Context: an optimization exercise on an open-source flow, tuned for small area, a short achievable clock period and few clock cycles. The choices shown serve that exercise and are no tape-out recipe.
Only simulation tests tie the RTL to the original design; equivalence was not proved.
No activity file was given, so power comes from the tool's default toggle rates.

==> design/flow/design.v <==
`timescale 1ns/10ps
module  ATCONV(
	input		clk,
	input		reset,
	output	reg	busy,
	input		ready,
	output reg	[11:0]	iaddr,
	input signed [12:0]	idata,
	output	reg 	cwr,
	output  reg	[11:0]	caddr_wr,
	output  reg [12:0] 	cdata_wr,
	output	reg 	crd,
	output reg	[11:0] 	caddr_rd,
	input 	[12:0] 	cdata_rd,
	output reg 	csel
	);
function [12:0] add13(input [12:0] a, input [12:0] b, input ci);
	reg [12:0] g, pp, G, P, Gn, Pn;
	integer i, d;
	begin
		g = a & b; pp = a ^ b;
		G = g; P = pp;
		G[0] = g[0] | (pp[0] & ci);
		for (d = 1; d < 13; d = d * 2) begin
			for (i = 0; i < 13; i = i + 1) begin
				if (i >= d) begin
					Gn[i] = G[i] | (P[i] & G[i-d]);
					Pn[i] = P[i] & P[i-d];
				end else begin
					Gn[i] = G[i];
					Pn[i] = P[i];
				end
			end
			G = Gn; P = Pn;
		end
		add13 = pp ^ {G[11:0], ci};
	end
endfunction
function [12:0] add3(input [12:0] a, input [12:0] b, input [12:0] c);
	reg [12:0] sm, cy;
	begin
		sm = a ^ b ^ c;
		cy = (a & b) | (a & c) | (b & c);
		add3 = add13(sm, {cy[11:0], 1'b0}, 1'b0);
	end
endfunction
function gt13(input [12:0] a, input [12:0] b);
	reg [12:0] g, pp, G, P, Gn, Pn;
	integer i, d;
	begin
		g = a & ~b; pp = a ^ ~b;
		G = g; P = pp;
		for (d = 1; d < 13; d = d * 2) begin
			for (i = 0; i < 13; i = i + 1) begin
				if (i >= d) begin
					Gn[i] = G[i] | (P[i] & G[i-d]);
					Pn[i] = P[i] & P[i-d];
				end else begin
					Gn[i] = G[i];
					Pn[i] = P[i];
				end
			end
			G = Gn; P = Pn;
		end
		gt13 = G[12];
	end
endfunction
function [4:0] inc5(input [4:0] x);
	inc5 = x ^ {&x[3:0], &x[2:0], &x[1:0], x[0], 1'b1};
endfunction
function [4:0] dec5(input [4:0] x);
	dec5 = x ^ {~|x[3:0], ~|x[2:0], ~|x[1:0], ~x[0], 1'b1};
endfunction
reg       run;
reg [4:0] s;
reg [3:0] sn;              
reg       par;
reg [5:0] q;
reg [2:0] p;
reg       q0, q32, q33;    
reg       wr;              
always @(posedge clk or posedge reset) begin
	if (reset) begin
		busy <= 1'b0; run <= 1'b0;
		s <= 5'd31; sn <= 4'd0; par <= 1'b1; q <= 6'd33; p <= 3'd4;
		q0 <= 1'b0; q32 <= 1'b0; q33 <= 1'b1; wr <= 1'b1;
	end else if (!run) begin
		s <= 5'd31; sn <= 4'd0; par <= 1'b1; q <= 6'd33; p <= 3'd4;
		q0 <= 1'b0; q32 <= 1'b0; q33 <= 1'b1; wr <= 1'b1;
		if (ready) begin busy <= 1'b1; run <= 1'b1; end
	end else begin
		if (s[4] && !s[0] && q32 && p == 3'd2) begin busy <= 1'b0; run <= 1'b0; end
		wr <= par & q33 & (p == 3'd3 || p == 3'd4);
		if (p == 3'd5) begin
			p <= 3'd0;
			if (q33) begin
				q <= 6'd0; par <= ~par;
				q0 <= 1'b1; q32 <= 1'b0; q33 <= 1'b0;
				if (par) begin s <= inc5(s); sn <= inc5({1'b0, sn}); end
			end else begin
				q <= {q[5] | (&q[4:0]), inc5(q[4:0])};
				q0 <= 1'b0; q32 <= (q == 6'd31); q33 <= q32;
			end
		end else p <= p + 3'd1;
	end
end
wire        pr   = p[2];
wire [3:0]  sr   = wr ? sn : s[3:0];
wire [2:0]  S    = sr[3:1];
reg  [5:0]  rowc;
always @(*) begin
	case (p)
		3'd4:    rowc = (S == 3'd0) ? 6'd0 : {S - 3'd1, 2'd3, sr[0]};   
		3'd5:    rowc = {S, 2'd0, sr[0]};                              
		3'd0:    rowc = {S, 2'd1, sr[0]};
		3'd1:    rowc = {S, 2'd2, sr[0]};
		3'd2:    rowc = {S, 2'd3, sr[0]};
		default: rowc = (S == 3'd7) ? 6'd63 : {S + 3'd1, 2'd0, sr[0]};   
	endcase
end
wire [5:0]  colc = pr ? (q33 ? 6'd0  : (q32 ? 6'd63 : {q[4:0], par}))
                      : (q0  ? 6'd0  : (q33 ? 6'd63 : {dec5(q[4:0]), par}));
always @(posedge clk) iaddr <= {rowc, colc};
reg [11:0] D  [0:4];
reg [11:2] Dh [5:11];
reg [10:0] Eb;
reg [12:0] Ga, R6, X;
integer k;
always @(posedge clk) begin
	D[0] <= idata[11:0];
	for (k = 1; k <= 4; k = k + 1) D[k] <= D[k-1];
	Dh[5] <= D[4][11:2];
	for (k = 6; k <= 11; k = k + 1) Dh[k] <= Dh[k-1];
	Ga <= add3(~{1'b0, D[4]}, {4'b0, D[3][11:3]}, {4'b0, Dh[5][11:3]});
	Eb <= add3({5'b0, Dh[9][11:4]}, {3'b0, Dh[10][11:2]}, {5'b0, Dh[11][11:4]});
	R6 <= add3(Ga, {2'b0, Eb}, 13'd12);
	X  <= add3(R6, {3'b0, D[0][11:2]}, {5'b0, D[1][11:4]});
end
wire [12:0] W    = add13(X, {5'b0, D[0][11:4]}, 1'b0);
wire [12:0] relu = {1'b0, W[12] ? ~W[11:0] : 12'd0};
wire [4:0]  sm1x = dec5({1'b0, s[3:0]});
wire [3:0]  sm1  = sm1x[3:0];
wire [3:0]  lsA  = par ? s[3:0] : sm1;
wire        hA   = q[0];
wire [4:0]  qd   = dec5(q[5:1]);
wire [4:0]  CA   = par ? qd : {1'b1, q[4:1]};
wire [3:0]  lsW  = par ? s[3:0] : sm1;
wire        hW   = ~q[0];
wire [4:0]  tW   = q[0] ? q[5:1] : qd;
wire [4:0]  CW   = par ? dec5(tW) : {~tW[4], tW[3:0]};
wire        actW = par ? (q >= 6'd3) : (q <= 6'd32);
wire        validW = actW & (par ? ~s[4] : (s[4:0] != 5'd0 && s[4:0] != 5'd31));
wire        firstW = ~lsW[0];
reg [12:0] accA, accB, heldA;
wire [2:0]  pc  = (p == 3'd0) ? 3'd5 : p - 3'd1;    
wire [11:0] rd  = cdata_rd[11:0];
wire        rup = |rd[3:0];
wire [8:0]  rdi = {1'b0, rd[11:4]} ^ {&rd[11:4], &rd[10:4], &rd[9:4], &rd[8:4], &rd[7:4], &rd[6:4], &rd[5:4], rd[4], 1'b1} & {9{rup}};
wire [12:0] rdr = {rdi, 4'b0};
always @(posedge clk) begin
	case (pc)
		3'd1: heldA <= cdata_rd;
		3'd2: accA <= rdr;
		3'd3: if (gt13({1'b0, rd}, accA)) accA <= rdr;
		3'd4: accB <= rdr;
		3'd5: if (gt13({1'b0, rd}, accB)) accB <= rdr;
		default: ;
	endcase
end
wire [12:0] VA = (!firstW && gt13(heldA, accA)) ? heldA : accA;
wire [12:0] VB = (!firstW && gt13(cdata_rd, accB)) ? cdata_rd : accB;
wire [4:0] qc = dec5({1'b0, q[4:1]});    
always @(posedge clk) begin
	crd <= 1'b1;
	if (p == 3'd0) begin
		cwr <= run & validW; csel <= 1'b1;
		caddr_wr <= {2'b0, lsW[3:1], hW, 1'b0, CW};
		caddr_rd <= {2'b0, lsW[3:1], hW, 1'b1, CW};
		cdata_wr <= VA;
	end else if (p == 3'd1) begin
		cwr <= run & validW; csel <= 1'b1;
		caddr_wr <= {2'b0, lsW[3:1], hW, 1'b1, CW};
		caddr_rd <= {2'b0, lsA[3:1], hA, 1'b0, CA};
		cdata_wr <= VB;
	end else begin
		cwr <= run & ~s[4] & (q >= 6'd2); csel <= 1'b0;
		caddr_wr <= {s[3:1], ~p[1], p[0], s[0], qc[3:0], q[0], par};
		caddr_rd <= {lsA[3:1], hA, p[2], lsA[0], CA, p[0]};
		cdata_wr <= relu;
	end
end
endmodule
==> design/flow/flow/run.sh <==
#!/bin/bash
# Standard ORFS layout, but with plain buffers (buf_2) on the ports instead of
# the default port-buffer cell.
set -euo pipefail
export BUFFER_PORTS_ARGS="-buffer_cell sky130_fd_sc_hd__buf_2"
bash standard.sh "BUFFER_PORTS_ARGS=$BUFFER_PORTS_ARGS" finish > standard_flow.log 2>&1
==> design/flow/standard.sh <==
#!/bin/bash
# synth_recipe.tcl (not shown) runs the flow's synth.tcl, then flattens the netlist and writes it again
# the make line also repeats each setting of config.mk as NAME=value (left out here)
make -C /OpenROAD-flow-scripts/flow DESIGN_CONFIG=/design/flow/config.mk WORK_HOME=/design/flow/orfs CLKGATE_MAP_FILE= SYNTH_SCRIPT=/design/flow/synth_recipe.tcl "${@:-finish}"
==> design/flow/config.mk <==
export PLATFORM = sky130hd
export DESIGN_NAME = ATCONV
export DESIGN_NICKNAME = ATCONV
export VERILOG_FILES = /design/flow/design.v
export SDC_FILE = /design/flow/constraint.sdc
export NUM_CORES = 4
export LEC_CHECK = 0
export CAP_MARGIN = 20
export CORE_MARGIN = 2
export CORE_UTILIZATION = 40
export SETUP_SLACK_MARGIN = 4.1
export SLEW_MARGIN = 20
==> design/flow/constraint.sdc <==
create_clock -name core_clock -period 6.5 [get_ports {clk}]
set_input_delay 1.3000 -clock core_clock [delete_from_list [all_inputs] [get_ports {clk}]]
set_output_delay 1.3000 -clock core_clock [all_outputs]
set_load 0.01 [all_outputs]
==> results of run 1 <==
metrics by stage:
stage          hold slack, ns  cell area (um^2)  utilization, %  std cells
2_1_floorplan           0.310             12100               -       1110
3_3_place_gp            0.310             12900            43.5       1548
3_5_place_dp            0.312             12900            43.5       1548
5_1_grt                 0.325             14700            49.7       1641
6_report                0.319             14700            49.7       1641
4_1_cts                 0.323             14400            48.6       1626
what timing repair did:
| action | in CTS | in global routing |
|---|---|---|
| resized for setup | 72 | 43 |
| endpoints found under the setup margin | 57 | 55 |
| buffers inserted | 18 | 13 |
| pin swaps | 27 | 30 |
| gates cloned | 2 | 1 |
cell usage in the layout, fill, tap and decap left out, types with 8 or more instances in the layout:
cell type	instances
ha_4	9
nand3_1	9
a21o_1	13
edfxtp_1	31
fa_1	25
mux2i_1	11
ha_1	92
xnor2_1	42
inv_2	8
dfxtp_1	217
o21ai_0	42
nor3_1	21
o21a_1	8
dfstp_2	11
dfxtp_2	12
o22ai_1	9
and3_1	10
inv_1	99
o211ai_1	21
buf_4	24
nor2b_1	15
clkbuf_16	34
dfrtp_1	10
and2_1	10
a21oi_1	34
nand2_1	84
buf_2	72
buf_6	8
a21oi_2	9
xor2_1	24
nor2_1	44
metal layers:
metal / vias up / global-route usage [%] / part of all wire (%)
met5: - / 0 / 0
met4: 0 / 4.44 / 2.2
met3: 40 / 2.49 / 4.9
met2: 170 / 24.0 / 43
met1: 3807 / 23.2 / 50
li1: 4055 / - / -
critical path, cell delays in order:
cell	delay (ns)
buf_6	0.09
or4_4	0.56
and3_4	0.21
o2111ai_2	0.20
o211a_4	0.26
buf_12	0.12
nor2_4	0.03
a221o_2	0.36
worst max path at each step:
stage / from / end / slack [ns] / depth (start not counted)
floorplan: cdata_rd[5] / cdata_wr[10] / 3.54 / 8
global placement: cdata_rd[6] / cdata_wr[2] / 2.85 / 8
detailed placement: cdata_rd[6] / cdata_wr[2] / 2.82 / 8
CTS: cdata_rd[7] / cdata_wr[10] / 3.85 / 9
global route: cdata_rd[0] / cdata_wr[9] / 3.79 / 8
finish: cdata_rd[0] / cdata_wr[3] / 3.83 / 8
power by group through the flow:
| stage | combinational [W] | sequential, W | clock [W] |
|---|---|---|---|
| global route | 0.00358 | 0.00262 | 0.00192 |
| global placement | 0.00274 | 0.00260 | 0 |
| detailed placement | 0.00278 | 0.00260 | 0 |
| finish | 0.00320 | 0.00257 | 0.00180 |
| CTS | 0.00302 | 0.00258 | 0.00185 |
| floorplan | 0.00208 | 0.00255 | 0 |
cells by family after synthesis:
family | after synthesis | share of synthesized area, %
multiplexers | 23 | 2.01
AND/OR/NAND/NOR | 246 | 9.90
other | 1 | 0.0312
XOR/XNOR | 68 | 4.95
AO/OA/AOI/OAI | 212 | 11.6
flip-flops | 285 | 51.1
adder cells (fa/ha/maj) | 135 | 15.9
buffers and inverters | 140 | 4.48
cell type report:
| class | count | area, um^2 | area share, % |
|---|---|---|---|
| sequential | 285 | 6180 | 42.0 |
| timing repair buffer | 111 | 778 | 5.29 |
| tap | 390 | 488 | 3.32 |
| clock buffer | 43 | 955 | 6.49 |
| timing repair inverter | 1 | 5.00 | 0.0340 |
| multi-input combinational | 687 | 5760 | 39.2 |
| inverter | 109 | 413 | 2.81 |
| clock inverter | 15 | 139 | 0.944 |
state kept, by name (all words and copies together) (netlist names), 3 cells and up:
signal	count
Dh	68
D	60
Ga	13
R6	13
X	13
cdata_wr	13
heldA	13
caddr_rd	12
caddr_wr	12
iaddr	12
Eb	11
accA	9
accB	9
q	6
s	5
sn	4
p	3
==> summary.txt, run 1 <==
diodes inserted=0; final worst slack=3.83 ns; top post-synthesis cells by area=dfxtp_1, ha_1, edfxtp_1; Slew Viols, Final=0; FFs w/ async S/R, synth=8.77%; gr usage total=15.8%; total wire length=24800 um; Avg Cell Area, Syn=10.8 um^2; most instantiated library cell after synthesis=dfxtp_1; Die H=177 um; Worst R2R Setup Slack=3.95 ns; Clock power frac=23.8%; RSZ-0062 raised after global routing=true; sw frac=36.4%; Worst R2R End=Eb[9]; number of synthesized flops with an enable pin=31; core area=29600 um^2; I/O pins=82; min-delay src=D[2][7]; crit path capture type=flop; CTS sink count=285; reg2reg start=Dh[11][5]; Hold Buf Count CTS=0; P_int=0.00482 W; die area=31500 um^2; Worst-Margin Slew=0.858 ns; CP Data Required Time=6.96 ns; Max transition margin=42.8%; Ys Warns=3; Synth-to-Final Area Change=22.3%; sw power=0.00276 W; IO Port Bufs=79; Peak VDD IR=255 uV; element type at the critical path start=input pin; die width=177 um; FILL cells=2684; cts bufs inserted=31; largest net degree at the start of global routing=28; Mapped Nets=1274; WL/cell=15.1 um; Post-DP HPWL=17200 um; Hold WC Path Type=flop to flop; sequential-to-total area share from yosys stat=51.1%; ys flop type=dfxtp_1; Tmin final=2.67 ns; GPL Wtd Cong=0.830; crit path DAT=3.13 ns; skew final=0.0289 ns; Yosys top cell area share=38.1%; depth of the CTS H-tree=1; Vias=8072; reg2reg path depth=9; clk slew on worst S/H paths=0.06 ns; Synth area leader=dfxtp_1; row count=63; Post-Syn Area=12000 um^2; LEAKAGE=6.46 nW; period utilization=41.1%; Clock Latency Late Sink=0.58 ns; max_cap viols=0; Syn Inst Count=1110; CTS tree=done; final net count=1390; vias in the first global route=7857; Max FO, Critical Path=5; Power Total=0.00758 W; first-pass GRT wire length=40100 um; initial DRC count=414; clock tree buffer depth=3; Pre-Repair DR Iteration Count=5; DR vias/cell=4.92; Gate power share=42.3%; pre-CTS setup slack=2.82 ns; Hold EP=D[3][7]; number of synthesized register bits=285; Final Hold Viols=0; status=timing/DRC/antenna clean; Starting Density=40.6%; fmax=0.374 GHz; top cells by count, synth=dfxtp_1, inv_1, ha_1; final setup fails=0; root buffer cell=clkbuf_16; Distinct cells, synth=70; Setup TNS=0 ns; Routed Antenna Nets=0; share of cells above drive strength 1=23.3%; worst hold stages=0; pwr/cell area=515 nW/um^2; drt drc=0; overflow left after global routing=0; initial antenna violation count=0; Setup CP Type=input pin to flop; sequential power share=33.9%
Testbench counts, summed over its fixed seeds: cycles 107,632.
==> inputs of run 2 (changes only) <==
--- a/design/flow/config.mk
+++ b/design/flow/config.mk
@@ -10,3 +10,3 @@
 export CORE_UTILIZATION = 40
-export SETUP_SLACK_MARGIN = 4.1
+export SETUP_SLACK_MARGIN = 3.8
 export SLEW_MARGIN = 20
==> run 2 against run 1 <==
Net effect: still clean on timing, DRC and antenna; clock skew is 0.0028 ns higher; clock power fell by 4%; utilization decreased by 2.1 points; maximum frequency down 1.4%; sequential share of layout area up 1.7 points; non-clock buffer count fell by 23; synthesized cell count unchanged; first-iteration DRC count is 7.0% lower; power fell by 4.3%; final cell count is 1.6% lower; combinational power fell by 7.5%; largest cell class unchanged; largest power group unchanged.
==> summary.txt, run 2 <==
I/O pins=82 (unchanged); ys flop type=dfxtp_1; sequential power share=35.4% (+1.5 points); WL/cell=15.1 um (about the same); Slew Viols, Final=0 (unchanged); clk slew on worst S/H paths=0.06 ns (about the same); xor and xnor area share after synthesis=4.95% (unchanged); FFs w/ async S/R, synth=8.77% (unchanged); Avg Cell Area, Syn=10.8 um^2 (unchanged); element type at the critical path start=input pin; pwr/cell area=514 nW/um^2 (-0.13%); post-synthesis compound-gate area fraction=11.6% (unchanged); Largest Register=Dh; CP Data Required Time=6.95 ns (about the same); top post-synthesis cells by area=dfxtp_1, ha_1, edfxtp_1; period utilization=41.7% (+0.58 points); crit-path max cell delay=0.38 ns (-0.18 ns); most instantiated library cell after synthesis=dfxtp_1; skew final=0.0316 ns (+0.00276 ns); Vias=8032 (-0.50%); first-pass GRT wire length=39700 um (-0.91%); total wire length=24400 um (-1.6%); crit path capture type=flop; Bufs and invs on worst path=2 (unchanged); number of synthesized flops with an enable pin=31 (unchanged); Largest regs=Dh (68), D (60); initial DRC count=385 (-7.0%); Tmin final=2.71 ns (+0.0374 ns); Post-Syn Area=12000 um^2 (unchanged); status=timing/DRC/antenna clean; fmax=0.369 GHz (-1.4%); Post-DP HPWL=17400 um (+1.2%); die width=177 um (unchanged); number of synthesized register bits=285 (unchanged); drt drc=0 (unchanged); row count=63 (unchanged); final net count=1365 (-1.8%); Yosys top cell area share=38.1% (unchanged); die area=31500 um^2 (unchanged); DR vias/cell=4.98 (+1.2%); Worst-Margin Slew=0.913 ns (+0.0551 ns); top cells by count, synth=dfxtp_1, inv_1, ha_1; dpl cells=1548 (unchanged); final setup fails=0 (unchanged); commonest non-fill, non-tap cell in the layout=dfxtp_1; core area=29600 um^2 (unchanged); Routed Antenna Nets=0 (unchanged); Max transition margin=38.8% (-4.0 points); RSZ-0062 raised after global routing=true; depth of the CTS H-tree=1 (unchanged); simple-gate share of the synthesized area=9.90% (unchanged); Non-Filler Instances=1614 (-1.6%); Mapped Nets=1274 (unchanged); crit path cell chain=buf_4 -> ha_4 -> and3_4 -> a221o_1 -> o2111ai_2 -> o211a_4 -> buf_4 -> mux2i_1 -> o211ai_1; Register Area=6160 um^2 (-0.34%); clock tree buffer depth=3 (unchanged); Pre-Repair DR Iteration Count=5 (unchanged); Max FO, Critical Path=7 (+2); Synth area leader=dfxtp_1; cts bufs inserted=30 (-3.2%); initial antenna violation count=0 (unchanged); Hold WC Path Type=flop to flop; crit path DAT=3.15 ns (+0.02 ns); CTS tree=done; Peak VDD IR=277 uV (+9.0%); Setup TNS=0 ns (unchanged); Distinct cells, synth=70 (unchanged); multi-input logic area=5520 um^2 (-4.2%); overflow left after global routing=0 (unchanged); share of cells above drive strength 1=17.3% (-6.0 points); Clock power frac=23.7% (about the same); number of flip-flops in the largest register=68 (unchanged); Die H=177 um (unchanged); Setup CP Type=input pin to flop; gr usage total=15.6% (-0.15 points); FILL cells=2694 (+0.37%); largest net degree at the start of global routing=34 (+21%); sw power=0.00266 W (-3.4%); CP dominant cell by count=buf_4; sequential-to-total area share from yosys stat=51.1% (unchanged); Starting Density=40.6% (unchanged); Top Family by Delay on Critical Path=compound AO/OA/AOI/OAI gates; Final Hold Viols=0 (unchanged); LEAKAGE=6.25 nW (-3.2%); root buffer cell=clkbuf_16; IO Port Bufs=79 (unchanged); vias in the first global route=7852 (-0.064%); P_int=0.00458 W (-4.8%); Synth-to-Final Area Change=17.2%; Ys Warns=3 (unchanged); sw frac=36.8% (+0.35 points); Syn Inst Count=1110 (unchanged); max_cap viols=0 (unchanged); largest family of logic cells by synthesized area=adder cells; diodes inserted=0 (unchanged); synthesized-area fraction occupied by adder cells=15.9% (unchanged); Crit-path slowest cell=a221o_1; Clock Latency Late Sink=0.58 ns (about the same); GPL Wtd Cong=0.823 (-0.75%); CTS sink count=285 (unchanged); commonest cells after routing, fill and taps aside=dfxtp_1, inv_1, ha_1, nand2_1, buf_2; Gate power share=40.9% (-1.4 points); mux contribution to synthesized area=2.01% (unchanged)
==> run 2: cell counts after synthesis <==
Identical to the previous run, type by type.
==> run 2: what timing repair did <==
action | CTS | global route
hold buffers | 0 | 0
endpoints found under the setup margin | 42 | 40
pin swaps | 2 | 14
buffers inserted | 6 | 3
gates resized for setup | 13 | 23
cloned | 1 | 1
==> run 2: cell type report <==
type / instances / share of cell area (%)
inverters: 109 / 2.93
well taps: 390 / 3.46
flip-flops and latches: 285 / 43.6
clock inverters: 16 / 1.05
clock buffers: 39 / 6.29
repair buffers: 88 / 3.45
multi-input cells: 686 / 39.1
repair inverters: 1 / 0.0355
==> run 2: worst paths after layout <==
check                             from          end  slack [ns]  cells after the start
max                        cdata_rd[6]  cdata_wr[5]        3.79                      9
min                           Dh[8][5]     Dh[9][5]        0.32                      0
max reg2reg                  Dh[11][5]        Eb[9]        3.85                      9
min reg2reg                   Dh[8][5]     Dh[9][5]        0.32                      0
max in group asynchronous        reset         p[0]        5.21                      2
min in group asynchronous        reset          run        0.83                      2
==> run 2: cells by family after synthesis <==
logic type                 count (synthesis)
other                                      1
and+or+nand+nor                          246
buffers and inverters                    140
adders and majority gates                135
muxes                                     23
DFF                                      285
AOI/OAI and AO/OA                        212
xor gates and xnor gates                  68
==> run 2: layer usage <==
metal	up-vias	track usage (%)	wire length [um]
li1	3996	-	-
met4	0	4.82	598
met1	3802	22.4	12300
met3	46	2.57	1120
met2	188	24.0	10400
met5	-	0	0
==> run 2: power by group through the flow <==
stage          registers [W]  clock network [W]  logic [W]
5_1_grt              0.00262            0.00185    0.00333
2_1_floorplan        0.00255                  0    0.00208
4_1_cts              0.00256            0.00177    0.00289
3_5_place_dp         0.00260                  0    0.00278
6_report             0.00256            0.00172    0.00296
3_3_place_gp         0.00260                  0    0.00274
==> run 2: per-stage QoR <==
stage          setup slack, ns  util, %  area (um^2)  total power [W]  hold slack, ns
2_1_floorplan             3.54        -        12100          0.00462           0.310
4_1_cts                   3.80     47.2        14000          0.00722           0.327
5_1_grt                   3.65     47.6        14100          0.00780           0.328
3_5_place_dp              2.84     43.4        12900          0.00538           0.312
3_3_place_gp              2.88     43.4        12900          0.00534           0.310
6_report                  3.79     47.6        14100          0.00725           0.323
==> run 2: worst register-to-register path: cells and delay by family (launching register included) <==
| kind | cells | cell delay [ns] |
|---|---|---|
| DFF | 1 | 0.31 |
| adders and majority gates | 3 | 1.07 |
| and+or+nand+nor | 1 | 0.11 |
| AOI/OAI and AO/OA | 4 | 0.86 |
| xor gates and xnor gates | 1 | 0.15 |

==> afterwards: timing with drivers on the ports <==
Ports are ideal in the flow. The routed layouts listed here were re-timed in OpenROAD.
Step 1 (the two cells are an assumption about what drives the block):
set clk [get_ports {clk}]
set_driving_cell -lib_cell sky130_fd_sc_hd__clkbuf_16 $clk
set_driving_cell -lib_cell sky130_fd_sc_hd__buf_2 [delete_from_list [all_inputs] $clk]
Step 2, shift: input delay + t, output delay - t, t = (earliest + latest rising clock arrival at the registers) / 2. This alone moves slack from input paths to output paths.
Slacks: ideal / step 1 / step 2; pairs: ideal / step 1.
run | t (ns) | setup WS [ns] | latest minus earliest clock arrival (ns)
run 1 | 0.616 | 3.829 / 3.847 / 3.231 | 0.031 / 0.032
run 2 | 0.611 | 3.792 / 3.819 / 3.208 | 0.037 / 0.037
After both steps every run listed still meets setup and hold. For run 1, which loses most, drivers alone change the setup slack by +0.018 ns; drivers and shift together by -0.598 ns.
